This design comes from an exercise in tuning for small area on the open sky130 flow, not from production work.
The RTL of this run was laid out without a check of its function.
No activity file was given, so power comes from the tool's default toggle rates.

==> design/flow/design.v <==
`timescale 1ns / 1ps
module measure_bw#
(
    parameter[63:0] ADDRESS_OFFSET        = 64'h0000_0000,
    parameter       MAX_OUTSTANDING_RREQ  = 8,
    parameter       MAX_OUTSTANDING_WREQ  = 8,
    parameter       AXI_DATA_WIDTH        = 64,
    parameter       AXI_ADDR_WIDTH        = 64
)
(
    input wire  AXI_ACLK, AXI_ARESETN,
    input  wire[6-1 : 0]    S_AXI_AWADDR,   
    input  wire                             S_AXI_AWVALID,  
    output wire                                             S_AXI_AWREADY,
    input  wire[2 : 0]                      S_AXI_AWPROT,
    input  wire[32-1 : 0]    S_AXI_WDATA,      
    input  wire                             S_AXI_WVALID,
    input  wire[(32/8)-1:0]  S_AXI_WSTRB,
    output wire                                             S_AXI_WREADY,
    output  wire[1 : 0]                                     S_AXI_BRESP,
    output  wire                                            S_AXI_BVALID,
    input   wire                            S_AXI_BREADY,
    input  wire[6-1 : 0]    S_AXI_ARADDR,     
    input  wire                             S_AXI_ARVALID,
    input  wire[2 : 0]                      S_AXI_ARPROT,     
    output wire                                             S_AXI_ARREADY,
    output  wire[32-1 : 0]                   S_AXI_RDATA,
    output  wire                                            S_AXI_RVALID,
    output  wire[1 : 0]                                     S_AXI_RRESP,
    input   wire                            S_AXI_RREADY,
    output wire[AXI_ADDR_WIDTH-1 : 0]      M_AXI_ARADDR,     
    output wire                            M_AXI_ARVALID,
    output wire[2:0]                       M_AXI_ARPROT,     
    output wire                            M_AXI_ARLOCK,
    output wire[3:0]                       M_AXI_ARID,
    output wire[7:0]                       M_AXI_ARLEN,
    output wire[2:0]                       M_AXI_ARSIZE,
    output wire[1:0]                       M_AXI_ARBURST,
    output wire[3:0]                       M_AXI_ARCACHE,
    output wire[3:0]                       M_AXI_ARQOS,
    input  wire                                              M_AXI_ARREADY,
    input  wire[AXI_DATA_WIDTH-1 : 0]                        M_AXI_RDATA,
    input  wire                                              M_AXI_RVALID,
    input  wire[1:0]                                         M_AXI_RRESP,
    input  wire                                              M_AXI_RLAST,
    output wire                            M_AXI_RREADY,
    output wire[AXI_ADDR_WIDTH-1:0]        M_AXI_AWADDR,
    output wire                            M_AXI_AWVALID,
    output wire[2:0]                       M_AXI_AWPROT,
    output wire[3:0]                       M_AXI_AWID,
    output wire[7:0]                       M_AXI_AWLEN,
    output wire[2:0]                       M_AXI_AWSIZE,
    output wire[1:0]                       M_AXI_AWBURST,
    output wire                            M_AXI_AWLOCK,
    output wire[3:0]                       M_AXI_AWCACHE,
    output wire[3:0]                       M_AXI_AWQOS,
    input  wire                                              M_AXI_AWREADY,
    output wire[AXI_DATA_WIDTH-1 : 0]      M_AXI_WDATA,
    output wire                            M_AXI_WVALID,
    output wire[(AXI_DATA_WIDTH/8)-1:0]    M_AXI_WSTRB,
    output wire                            M_AXI_WLAST,
    input  wire                                              M_AXI_WREADY,
    input  wire[1:0]                                         M_AXI_BRESP,
    input  wire                                              M_AXI_BVALID,
    output wire                           M_AXI_BREADY
 );
    localparam BYTES_PER_BEAT  = AXI_DATA_WIDTH / 8;
    localparam REG_RADDR_H   =  0;     
    localparam REG_RADDR_L   =  1;     
    localparam REG_WADDR_H   =  2;     
    localparam REG_WADDR_L   =  3;     
    localparam REG_BLK_SIZE  =  4;     
    localparam REG_COUNT     =  5;     
    localparam REG_RRESULT_H =  6;     
    localparam REG_RRESULT_L =  7;     
    localparam REG_WRESULT_H =  8;     
    localparam REG_WRESULT_L =  9;     
    localparam REG_CTL_STAT  = 10;     
    reg[31:0] register[0:5];
    reg[31:0] beats_per_burst;
    reg[63:0] cycle_counter, elapsed_read_cycles, elapsed_write_cycles;
    reg[63:0] counter_start;
    reg start_read, start_write;       
    localparam COUNT_WIDTH = 20;
    reg[31:0] xfer_block_size;
    reg[COUNT_WIDTH-1:0] xfer_count, xfer_count_less_1;
    reg[COUNT_WIDTH-1:0] reads_queued, blocks_read, writes_queued, blocks_written, blocks_acked;
    reg m_read_state;
    reg m_wack_state;
    wire is_read_engine_idle  = (start_read  == 0) & (m_read_state == 0);
    wire is_write_engine_idle = (start_write == 0) & (m_wack_state == 0);
    wire M_AR_HANDSHAKE = M_AXI_ARVALID & M_AXI_ARREADY;
    wire M_R_HANDSHAKE  = M_AXI_RVALID  & M_AXI_RREADY;    
    wire M_AW_HANDSHAKE = M_AXI_AWVALID & M_AXI_AWREADY;
    wire M_W_HANDSHAKE  = M_AXI_WVALID  & M_AXI_WREADY;    
    wire M_B_HANDSHAKE  = M_AXI_BVALID  & M_AXI_BREADY;
    localparam OKAY   = 0;
    localparam SLVERR = 2;
    reg  user_read_start,  user_read_idle;
    reg  user_write_start, user_write_idle;
    wire user_write_complete = (user_write_start == 0) & user_write_idle;
    wire user_read_complete  = (user_read_start  == 0) & user_read_idle;
    wire S_B_HANDSHAKE  = S_AXI_BVALID  & S_AXI_BREADY;
    wire S_R_HANDSHAKE  = S_AXI_RVALID  & S_AXI_RREADY;
    wire S_W_HANDSHAKE  = S_AXI_WVALID  & S_AXI_WREADY;
    wire S_AR_HANDSHAKE = S_AXI_ARVALID & S_AXI_ARREADY;
    wire S_AW_HANDSHAKE = S_AXI_AWVALID & S_AXI_AWREADY;
    reg[6-1:0] s_axi_araddr;
    reg                        s_axi_arready; assign S_AXI_ARREADY = s_axi_arready;
    reg                        s_axi_rvalid;  assign S_AXI_RVALID  = s_axi_rvalid;
    reg[1:0]                   s_axi_rresp;   assign S_AXI_RRESP   = s_axi_rresp;
    reg[32-1:0] s_axi_rdata;   assign S_AXI_RDATA   = s_axi_rdata;
    reg s_read_state;
    always @(posedge AXI_ACLK) begin
        user_read_start <= 0;
        if (AXI_ARESETN == 0) begin
            s_read_state  <= 0;
            s_axi_arready <= 1;
            s_axi_rvalid  <= 0;
        end else case(s_read_state)
        0:  begin
                s_axi_rvalid <= 0;                    
                if (S_AXI_ARVALID) begin              
                    s_axi_arready   <= 0;             
                    s_axi_araddr    <= S_AXI_ARADDR;  
                    user_read_start <= 1;             
                    s_read_state    <= 1;             
                end
            end
        1:  if (user_read_complete) begin             
                s_axi_rvalid <= 1;                    
                if (S_R_HANDSHAKE) begin              
                    s_axi_rvalid  <= 0;               
                    s_axi_arready <= 1;               
                    s_read_state  <= 0;               
                end
            end
        endcase
    end
    reg[6-1:0] s_axi_awaddr;
    reg[32-1:0] s_axi_wdata;
    reg      s_axi_awready; assign S_AXI_AWREADY = s_axi_awready;
    reg      s_axi_wready;  assign S_AXI_WREADY  = s_axi_wready;
    reg      s_axi_bvalid;  assign S_AXI_BVALID  = s_axi_bvalid;
    reg[1:0] s_axi_bresp;   assign S_AXI_BRESP   = s_axi_bresp;
    reg s_write_state;
    always @(posedge AXI_ACLK) begin
        user_write_start <= 0;
        if (AXI_ARESETN == 0) begin
            s_write_state <= 0;
            s_axi_awready <= 1;
            s_axi_wready  <= 1;
            s_axi_bvalid  <= 0;
        end else case(s_write_state)
        0:  begin
                s_axi_bvalid <= 0;                     
                if (S_AW_HANDSHAKE) begin              
                    s_axi_awready <= 0;                
                    s_axi_awaddr  <= S_AXI_AWADDR;     
                end
                if (S_W_HANDSHAKE) begin               
                    s_axi_wready     <= 0;             
                    s_axi_wdata      <= S_AXI_WDATA;   
                    user_write_start <= 1;             
                    s_write_state    <= 1;             
                end
            end
        1:  if (user_write_complete) begin             
                s_axi_bvalid <= 1;                     
                if (S_B_HANDSHAKE) begin               
                    s_axi_bvalid  <= 0;                
                    s_axi_awready <= 1;                
                    s_axi_wready  <= 1;                
                    s_write_state <= 0;                
                end
            end
        endcase
    end
    always @(posedge AXI_ACLK) begin
        if (AXI_ARESETN == 0) begin
            user_read_idle <= 1;
        end else if (user_read_start) begin
            s_axi_rresp <= OKAY;     
            case(s_axi_araddr >> 2)
                REG_RADDR_H:    s_axi_rdata <= register[REG_RADDR_H];
                REG_RADDR_L:    s_axi_rdata <= register[REG_RADDR_L];
                REG_WADDR_H:    s_axi_rdata <= register[REG_WADDR_H];
                REG_WADDR_L:    s_axi_rdata <= register[REG_WADDR_L];
                REG_BLK_SIZE:   s_axi_rdata <= register[REG_BLK_SIZE];
                REG_COUNT:      s_axi_rdata <= register[REG_COUNT];
                REG_RRESULT_H:  s_axi_rdata <= elapsed_read_cycles[63:32];
                REG_RRESULT_L:  s_axi_rdata <= elapsed_read_cycles[31: 0];
                REG_WRESULT_H:  s_axi_rdata <= elapsed_write_cycles[63:32];
                REG_WRESULT_L:  s_axi_rdata <= elapsed_write_cycles[31: 0];
                REG_CTL_STAT:   begin
                                    s_axi_rdata[0]    <= ~is_read_engine_idle;
                                    s_axi_rdata[1]    <= ~is_write_engine_idle;
                                    s_axi_rdata[31:2] <= 0;
                                end
                default:      begin
                                  s_axi_rdata    <= 32'h0DEC0DE0;
                                  s_axi_rresp    <= SLVERR;
                              end
            endcase
        end
    end
    always @(posedge AXI_ACLK) begin
        start_read  <= 0;
        start_write <= 0;
        cycle_counter <= cycle_counter + 1;
        if (AXI_ARESETN == 0) begin
            user_write_idle <= 1;
            xfer_count      <= 0;
            counter_start   <= 0;
        end else if (user_write_start) begin
            s_axi_bresp  <= OKAY;     
            case(s_axi_awaddr >> 2)
                REG_RADDR_H:  register[REG_RADDR_H ] <= s_axi_wdata;
                REG_RADDR_L:  register[REG_RADDR_L ] <= s_axi_wdata; 
                REG_WADDR_H:  register[REG_WADDR_H ] <= s_axi_wdata;
                REG_WADDR_L:  register[REG_WADDR_L ] <= s_axi_wdata; 
                REG_BLK_SIZE: register[REG_BLK_SIZE] <= s_axi_wdata;
                REG_COUNT:    register[REG_COUNT   ] <= s_axi_wdata;
                REG_RRESULT_H: counter_start[63:32] <= s_axi_wdata;
                REG_RRESULT_L: counter_start[31: 0] <= s_axi_wdata;
                REG_CTL_STAT:   if (is_read_engine_idle && is_write_engine_idle && register[REG_COUNT][COUNT_WIDTH-1:0] != 0) begin
                                    cycle_counter     <= counter_start;
                                    xfer_count        <= register[REG_COUNT][COUNT_WIDTH-1:0];
                                    xfer_count_less_1 <= register[REG_COUNT][COUNT_WIDTH-1:0] - 1;
                                    xfer_block_size   <= register[REG_BLK_SIZE];
                                    beats_per_burst   <= register[REG_BLK_SIZE] >> $clog2(BYTES_PER_BEAT);
                                    start_read        <= s_axi_wdata[0];
                                    start_write       <= s_axi_wdata[1];
                                end
                default:      s_axi_bresp <= SLVERR;
            endcase
        end 
    end
    reg m_rreq_state;
    reg                     m_axi_arvalid; 
    reg[3:0]                m_axi_arid;    assign M_AXI_ARID   = m_axi_arid;
    reg[AXI_ADDR_WIDTH-1:0] m_axi_araddr;  assign M_AXI_ARADDR = m_axi_araddr;
    reg[7:0]                m_axi_arlen;   assign M_AXI_ARLEN  = m_axi_arlen;
    assign M_AXI_ARSIZE  = $clog2(BYTES_PER_BEAT);
    assign M_AXI_ARBURST = 1;    
    assign M_AXI_ARPROT  = 0;    
    assign M_AXI_ARLOCK  = 0;    
    assign M_AXI_ARCACHE = 0;    
    assign M_AXI_ARQOS   = 0;    
    assign M_AXI_ARVALID = m_axi_arvalid & ((reads_queued - blocks_read) < MAX_OUTSTANDING_RREQ);
    always @(posedge AXI_ACLK) begin
        if (AXI_ARESETN == 0) begin
            m_rreq_state  <= 0;
            m_axi_arid    <= 0;
            m_axi_arvalid <= 0;
            reads_queued  <= 0;
        end else
        case(m_rreq_state)
            0:  if (start_read) begin
                    m_axi_arlen   <= beats_per_burst - 1;
                    m_axi_arid    <= 0;
                    m_axi_araddr  <= {register[REG_RADDR_H], register[REG_RADDR_L]} + ADDRESS_OFFSET;
                    m_axi_arvalid <= 1;
                    reads_queued  <= 0;
                    m_rreq_state  <= 1;
                end
            1:  if (M_AR_HANDSHAKE) begin
                    if (reads_queued == xfer_count_less_1) begin
                        m_axi_arvalid <= 0;
                        m_rreq_state  <= 0;
                    end
                    m_axi_arid   <= m_axi_arid + 1;    
                    m_axi_araddr <= m_axi_araddr + xfer_block_size;
                    reads_queued <= reads_queued + 1;
                end
        endcase
    end
    assign M_AXI_RREADY = (m_read_state == 1);
    always @(posedge AXI_ACLK) begin
        if (AXI_ARESETN == 0) begin
            blocks_read  <= 0;
            m_read_state <= 0;
        end
        else case (m_read_state)
            0:  if (start_read) begin
                    blocks_read  <= 0;     
                    m_read_state <= 1;     
                end
            1:  if (M_R_HANDSHAKE && M_AXI_RLAST) begin
                    if (blocks_read == xfer_count_less_1) begin
                        elapsed_read_cycles <= cycle_counter;
                        m_read_state        <= 0;
                    end
                    blocks_read <= blocks_read + 1;
                end
        endcase
    end
    reg m_wreq_state;
    reg                     m_axi_awvalid; 
    reg[3:0]                m_axi_awid;    assign M_AXI_AWID   = m_axi_awid;
    reg[AXI_ADDR_WIDTH-1:0] m_axi_awaddr;  assign M_AXI_AWADDR = m_axi_awaddr;
    reg[7:0]                m_axi_awlen;   assign M_AXI_AWLEN  = m_axi_awlen;
    assign M_AXI_AWSIZE  = $clog2(BYTES_PER_BEAT);
    assign M_AXI_AWBURST = 1;    
    assign M_AXI_AWPROT  = 0;    
    assign M_AXI_AWLOCK  = 0;    
    assign M_AXI_AWCACHE = 0;    
    assign M_AXI_AWQOS   = 0;    
    assign M_AXI_AWVALID = m_axi_awvalid & ((writes_queued - blocks_acked) < MAX_OUTSTANDING_WREQ);
    always @(posedge AXI_ACLK) begin
        if (AXI_ARESETN == 0) begin
            m_wreq_state  <= 0;
            m_axi_awid    <= 0;
            m_axi_awvalid <= 0;
            writes_queued <= 0;
        end else
        case(m_wreq_state)
            0:  if (start_write) begin
                    m_axi_awlen   <= beats_per_burst - 1;
                    m_axi_awid    <= 0;
                    m_axi_awaddr  <= {register[REG_WADDR_H], register[REG_WADDR_L]} + ADDRESS_OFFSET;
                    m_axi_awvalid <= 1;
                    writes_queued <= 0;
                    m_wreq_state  <= 1;
                end
            1:  if (M_AW_HANDSHAKE) begin
                    if (writes_queued == xfer_count_less_1) begin
                        m_axi_awvalid <= 0;
                        m_wreq_state  <= 0;
                    end
                    m_axi_awid    <= m_axi_awid + 1;    
                    m_axi_awaddr  <= m_axi_awaddr + xfer_block_size;
                    writes_queued <= writes_queued + 1;
                end
        endcase
    end
    reg       m_write_state;
    reg[8:0]  wbeats_remaining;
    reg[31:0] wdata;
    assign M_AXI_WDATA = {wdata, {(AXI_DATA_WIDTH-32){1'b0}}};
    assign M_AXI_WVALID = (m_write_state == 1 && writes_queued > blocks_written); 
    assign M_AXI_WSTRB = -1;
    assign M_AXI_WLAST  = (m_write_state == 1 && wbeats_remaining == 0);
    always @(posedge AXI_ACLK) begin
        if (AXI_ARESETN == 0) begin
            m_write_state   <= 0;
            blocks_written  <= 0;
        end else
        case (m_write_state)
            0:  if (start_write) begin
                    m_write_state    <= 1;
                    blocks_written   <= 0;
                    wbeats_remaining <= beats_per_burst-1;
                    wdata            <= 0;
                end
            1:  if (M_W_HANDSHAKE) begin
                    wdata <= wdata + 1;
                    wbeats_remaining <= wbeats_remaining - 1;
                    if (wbeats_remaining == 0) begin
                        m_write_state    <= (blocks_written == xfer_count_less_1) ? 0 : 1;
                        wbeats_remaining <= beats_per_burst - 1;
                        blocks_written   <= blocks_written + 1;
                    end
                end
        endcase
    end
    assign M_AXI_BREADY = m_wack_state;
    always @(posedge AXI_ACLK) begin
        if (AXI_ARESETN == 0) begin
            m_wack_state <= 0;
            blocks_acked <= 0;
        end else
        case (m_wack_state)
            0:  if (start_write) begin
                    m_wack_state <= 1;
                    blocks_acked <= 0;
                end
            1:  if (M_B_HANDSHAKE) begin
                    if (blocks_acked == xfer_count_less_1) begin
                        elapsed_write_cycles <= cycle_counter;
                        m_wack_state         <= 0;
                    end
                    blocks_acked <= blocks_acked + 1;
                end
        endcase
    end
endmodule
==> design/flow/run.sh <==
#!/bin/bash
# synth_recipe.tcl (not shown) runs the flow's synth.tcl, then flattens the netlist and writes it again
# the make line also repeats each setting of config.mk as NAME=value (left out here)
make -C /OpenROAD-flow-scripts/flow DESIGN_CONFIG=/design/flow/config.mk WORK_HOME=/design/flow/orfs CLKGATE_MAP_FILE= SYNTH_SCRIPT=/design/flow/synth_recipe.tcl finish
==> design/flow/config.mk <==
export PLATFORM = sky130hd
export DESIGN_NAME = measure_bw
export DESIGN_NICKNAME = measure_bw
export VERILOG_FILES = /design/flow/design.v
export SDC_FILE = /design/flow/constraint.sdc
export NUM_CORES = 4
export LEC_CHECK = 0
export CAP_MARGIN = 20
export CORE_MARGIN = 2
export CORE_UTILIZATION = 40
export SLEW_MARGIN = 20
==> design/flow/constraint.sdc <==
create_clock -name core_clock -period 8.0 [get_ports {AXI_ACLK}]
set_input_delay 1.6000 -clock core_clock [delete_from_list [all_inputs] [get_ports {AXI_ACLK}]]
set_output_delay 1.6000 -clock core_clock [all_outputs]
set_load 0.01 [all_outputs]
==> flow_summary.ini <==
[global_routing]
grt_pass1_vias = 29952
grt_overflow = 0
antenna_found_initial = 4
grt_pass1_wl_um = 200500
grt.total_usage_pct = 24.07
grt_max_degree = 85

[power]
p_per_area_nw_per_um2 = 198.8
vdd_ir_drop_max_mv = 0.1782
leakage_nw = 18.13

[synth]
synth_top_area_share_pct = 43.45
synth-async-reset-ratio_pct = 0
yosys_warnings = 2
synth-seq-cells = 885
seq_area_frac_synth_pct = 55.11
netlist_instances = 3976
synth.area.top_cells = edfxtp_1 (43%), dfxtp_1 (12%), xnor2_1 (4.4%), ha_1 (3.8%), xor2_1 (3.6%)
yosysTopAreaCell = edfxtp_1
avgSynthCellArea_um2 = 10.97
synth_enable_flop_cells = 631
syn-cell-area_um2 = 43610
synth_cell_type_count = 89
synth_ff_type = edfxtp_1

[clocking]
clock_path_buffers = 3
cts_buffers = 94
clock_sinks = 885
root_buffer = clkbuf_16
post_cts_buffers = 0
cts-resized-gates = 0
worstSkewPairLatency_ns = 0.71
cts_hold_buf = 0
htreeDepth = 3
clkTransAtPathRegs_ns = 0.06
cts_tree = built

[floorplan]
core_um2 = 108600
die_x_um = 334.2
die_y_um = 334.2
num_rows = 121
ioPinCount = 440
start_util_pct = 40.18
die_area_um2 = 111700

[detailed_routing]
drtIter0Drc = 3760
antenna_left = 0
first_pass_iters = 8
routed_wirelength_um = 138200
wire_per_inst_um = 24.14
drc = 0
via_per_inst = 5.639
via_count = 32277

[setup_path]
rr_worst_depth = 13
cp_slowest_cell = a2111oi_0
required_ns = 6.40
cp-start-kind = register
cp.arrival_ns = 4.66
crit_cells = 12
cp_max_fo = 12
cp_slowest_stage_delay_ns = 0.55
worst-path-buf-inv = 2
crit_family = compound AO/OA/AOI/OAI gates
worstSetupEndpointType = output port
crit_start = blocks_acked[12]$_SDFFE_PN0P_
path_cells = inv_1 > ha_1 > nand2_1 > o211ai_1 > a22oi_1 > a2111oi_0 > o2111ai_1 > a2111oi_2 > nand3_1 > nor2_1 > and2_1 > clkdlybuf4s50_1
r2r_slack_ns = 2.75
worstReg2RegStart = blocks_acked[12]$_SDFFE_PN0P_
path_class = reg -> out

[timing]
maxSlewHeadroom_pct = 23.38
finClkSkew_ns = 0.04704
holdWs_ns = 0.4470
post-route-period-util_pct = 78.20
hold_violations = 0
max_freq_ghz = 0.1599
rsz0062_at_grt = no
final.min_clock_period_ns = 6.256
tightest_slew_ns = 1.148
setup-violations-final = 0
final_max_slew_viol_count = 0
tns_ns = 0

[final_layout]
nets = 4498
final_layout_size_suffix_gt1_share_pct = 7.101
syn_to_final_growth_pct = 16.98
utilization_pct = 47.00
fill_cells = 9895

[placed_design]
io_buffers = 281
place.gp.congestion = 0.9102
post-dp-hpwl_um = 100700

[flow_run]
maxCapViolCount = 0

[worst_hold_path]
hold_class = reg -> reg
holdPathStages = 2
worstHoldStart = counter_start[1]$_SDFFE_PN0P_

[run_status]
outcome = complete, no violations
-- tightest hold or removal path, delay by kind of cell (launching register included) --
kind	cells	cell delay (ns)
flip-flops	1	0.31
AND/OR/NAND/NOR	2	0.09
-- metrics by stage --
stage | area (µm²) | setup slack [ns] | cells | total power [mW]
2_1_floorplan | 43890 | 1.386 | 4050 | 5.434
3_3_place_gp | 47690 | 2.481 | 5542 | 5.599
3_5_place_dp | 47710 | 2.476 | 5543 | 5.607
4_1_cts | 50960 | 1.708 | 5721 | 10.20
5_1_grt | 51020 | 1.398 | 5723 | 10.43
6_report | 51020 | 1.744 | 5724 | 10.14
-- cells in the mapped netlist, types with 11 or more instances --
cell,count
a211oi_1,12
a21boi_0,75
a21o_1,72
a21oi_1,235
a221oi_1,38
a222oi_1,16
a22o_1,24
a22oi_1,70
a31oi_1,14
and2_1,71
and3_1,72
and4_1,14
buf_4,76
clkbuf_1,155
dfxtp_1,254
edfxtp_1,631
ha_1,134
inv_1,124
mux2_2,67
mux2i_1,17
nand2_1,355
nand2b_1,37
nand3_1,127
nand4_1,102
nor2_1,310
nor2b_1,24
nor3_1,94
nor3b_1,11
nor4_1,51
o2111ai_1,11
o211ai_1,16
o21a_1,20
o21ai_0,88
or3_1,27
or4_1,11
xnor2_1,219
xor2_1,179
-- sequential cells by signal, summed over array words and instances (netlist names), 9 cells and up --
name / flops
xfer_block_size: 32
register: 192
blocks_written: 20
s_axi_rdata: 32
counter_start: 64
elapsed_write_cycles: 64
m_axi_awaddr: 64
m_axi_araddr: 64
reads_queued: 20
elapsed_read_cycles: 64
wbeats_remaining: 9
writes_queued: 20
s_axi_wdata: 32
blocks_read: 20
xfer_count_less_1: 20
blocks_acked: 20
cycle_counter: 64
wdata: 32
-- kinds of logic after synthesis --
group,synth area share [%]
other,0.01722
muxes,2.120
DFF,55.11
buffers and inverters,3.847
and+or+nand+nor,15.09
xor gates and xnor gates,7.993
adders and majority gates,3.936
AOI/OAI and AO/OA,11.89
-- final timing paths --
kind | to
worst max register to register | m_axi_awaddr[52]$_DFFE_PP_
worst min-delay path | cycle_counter[1]$_DFF_P_
worst max-delay path | M_AXI_AWVALID
worst min register to register | cycle_counter[1]$_DFF_P_
-- per-layer routing --
metal / vias to the layer above / share of wire [%] / global-route usage [%]
met5: - / 0 / 0
met3: 152 / 9.6 / 4.859
met2: 1408 / 43 / 35.61
met1: 15752 / 45 / 35.52
li1: 14965 / - / -
met4: 0 / 2.6 / 6.901
-- cells in the final DEF (no fill, tap or decap), types with 70 or more instances in the layout --
cell	Yosys	routed
edfxtp_1	631	631
nand4_1	102	102
xor2_1	179	179
clkbuf_16	0	96
nand2_1	355	355
a22oi_1	70	70
conb_1	2	76
dfxtp_1	254	252
inv_1	124	124
clkdlybuf4s50_1	0	280
ha_1	134	134
nand3_1	127	127
nor3_1	94	87
o21ai_0	88	88
a21o_1	72	72
a21oi_1	235	235
a21boi_0	75	74
and3_1	72	71
nor2_1	310	299
xnor2_1	219	219
-- cell type report --
cell class | count | area (µm²) | share of cell area [%]
diodes | 1 | 2.502 | 0.004905
clock buffers | 126 | 2585 | 5.067
clock inverters | 52 | 668.1 | 1.310
inverters | 124 | 465.4 | 0.9123
multi-input cells | 2798 | 18320 | 35.90
flip-flops and latches | 885 | 24040 | 47.12
well taps | 1414 | 1769 | 3.468
repair buffers | 324 | 3171 | 6.215
-- where the power goes --
group	switching (mW)	internal [mW]	total, mW
clock	1.94	2.68	4.62
combinational	0.170	0.141	0.311
sequential	0.191	5.02	5.21
total	2.30	7.84	10.1

## afterwards: timing with drivers on the ports
How much do the figures lean on ideal ports? The routed layout below was timed once more, with nothing changed but the port constraints. Step 1 sets driving cells, clkbuf_16 on the clock port and buf_2 on the other inputs (assumed; they add their load-dependent delay and slew). Step 2, shift: input delay + t, output delay - t, t = (earliest + latest rising clock arrival at the registers) / 2. This alone moves slack from input paths to output paths. Three values: no drivers, after step 1, after step 2; two values: the first two.
t (ns): 0.762
setup slack, ns: 1.744 / 1.665 / 2.427
worst setup path after step 2: register to output
worst register clock-pin slew, ns: 0.07 / 0.07
pins driven straight from the clock port: 1
After both steps setup and hold are still met in this run. For this run, drivers alone change the setup slack by -0.079 ns; drivers and shift together by +0.683 ns.
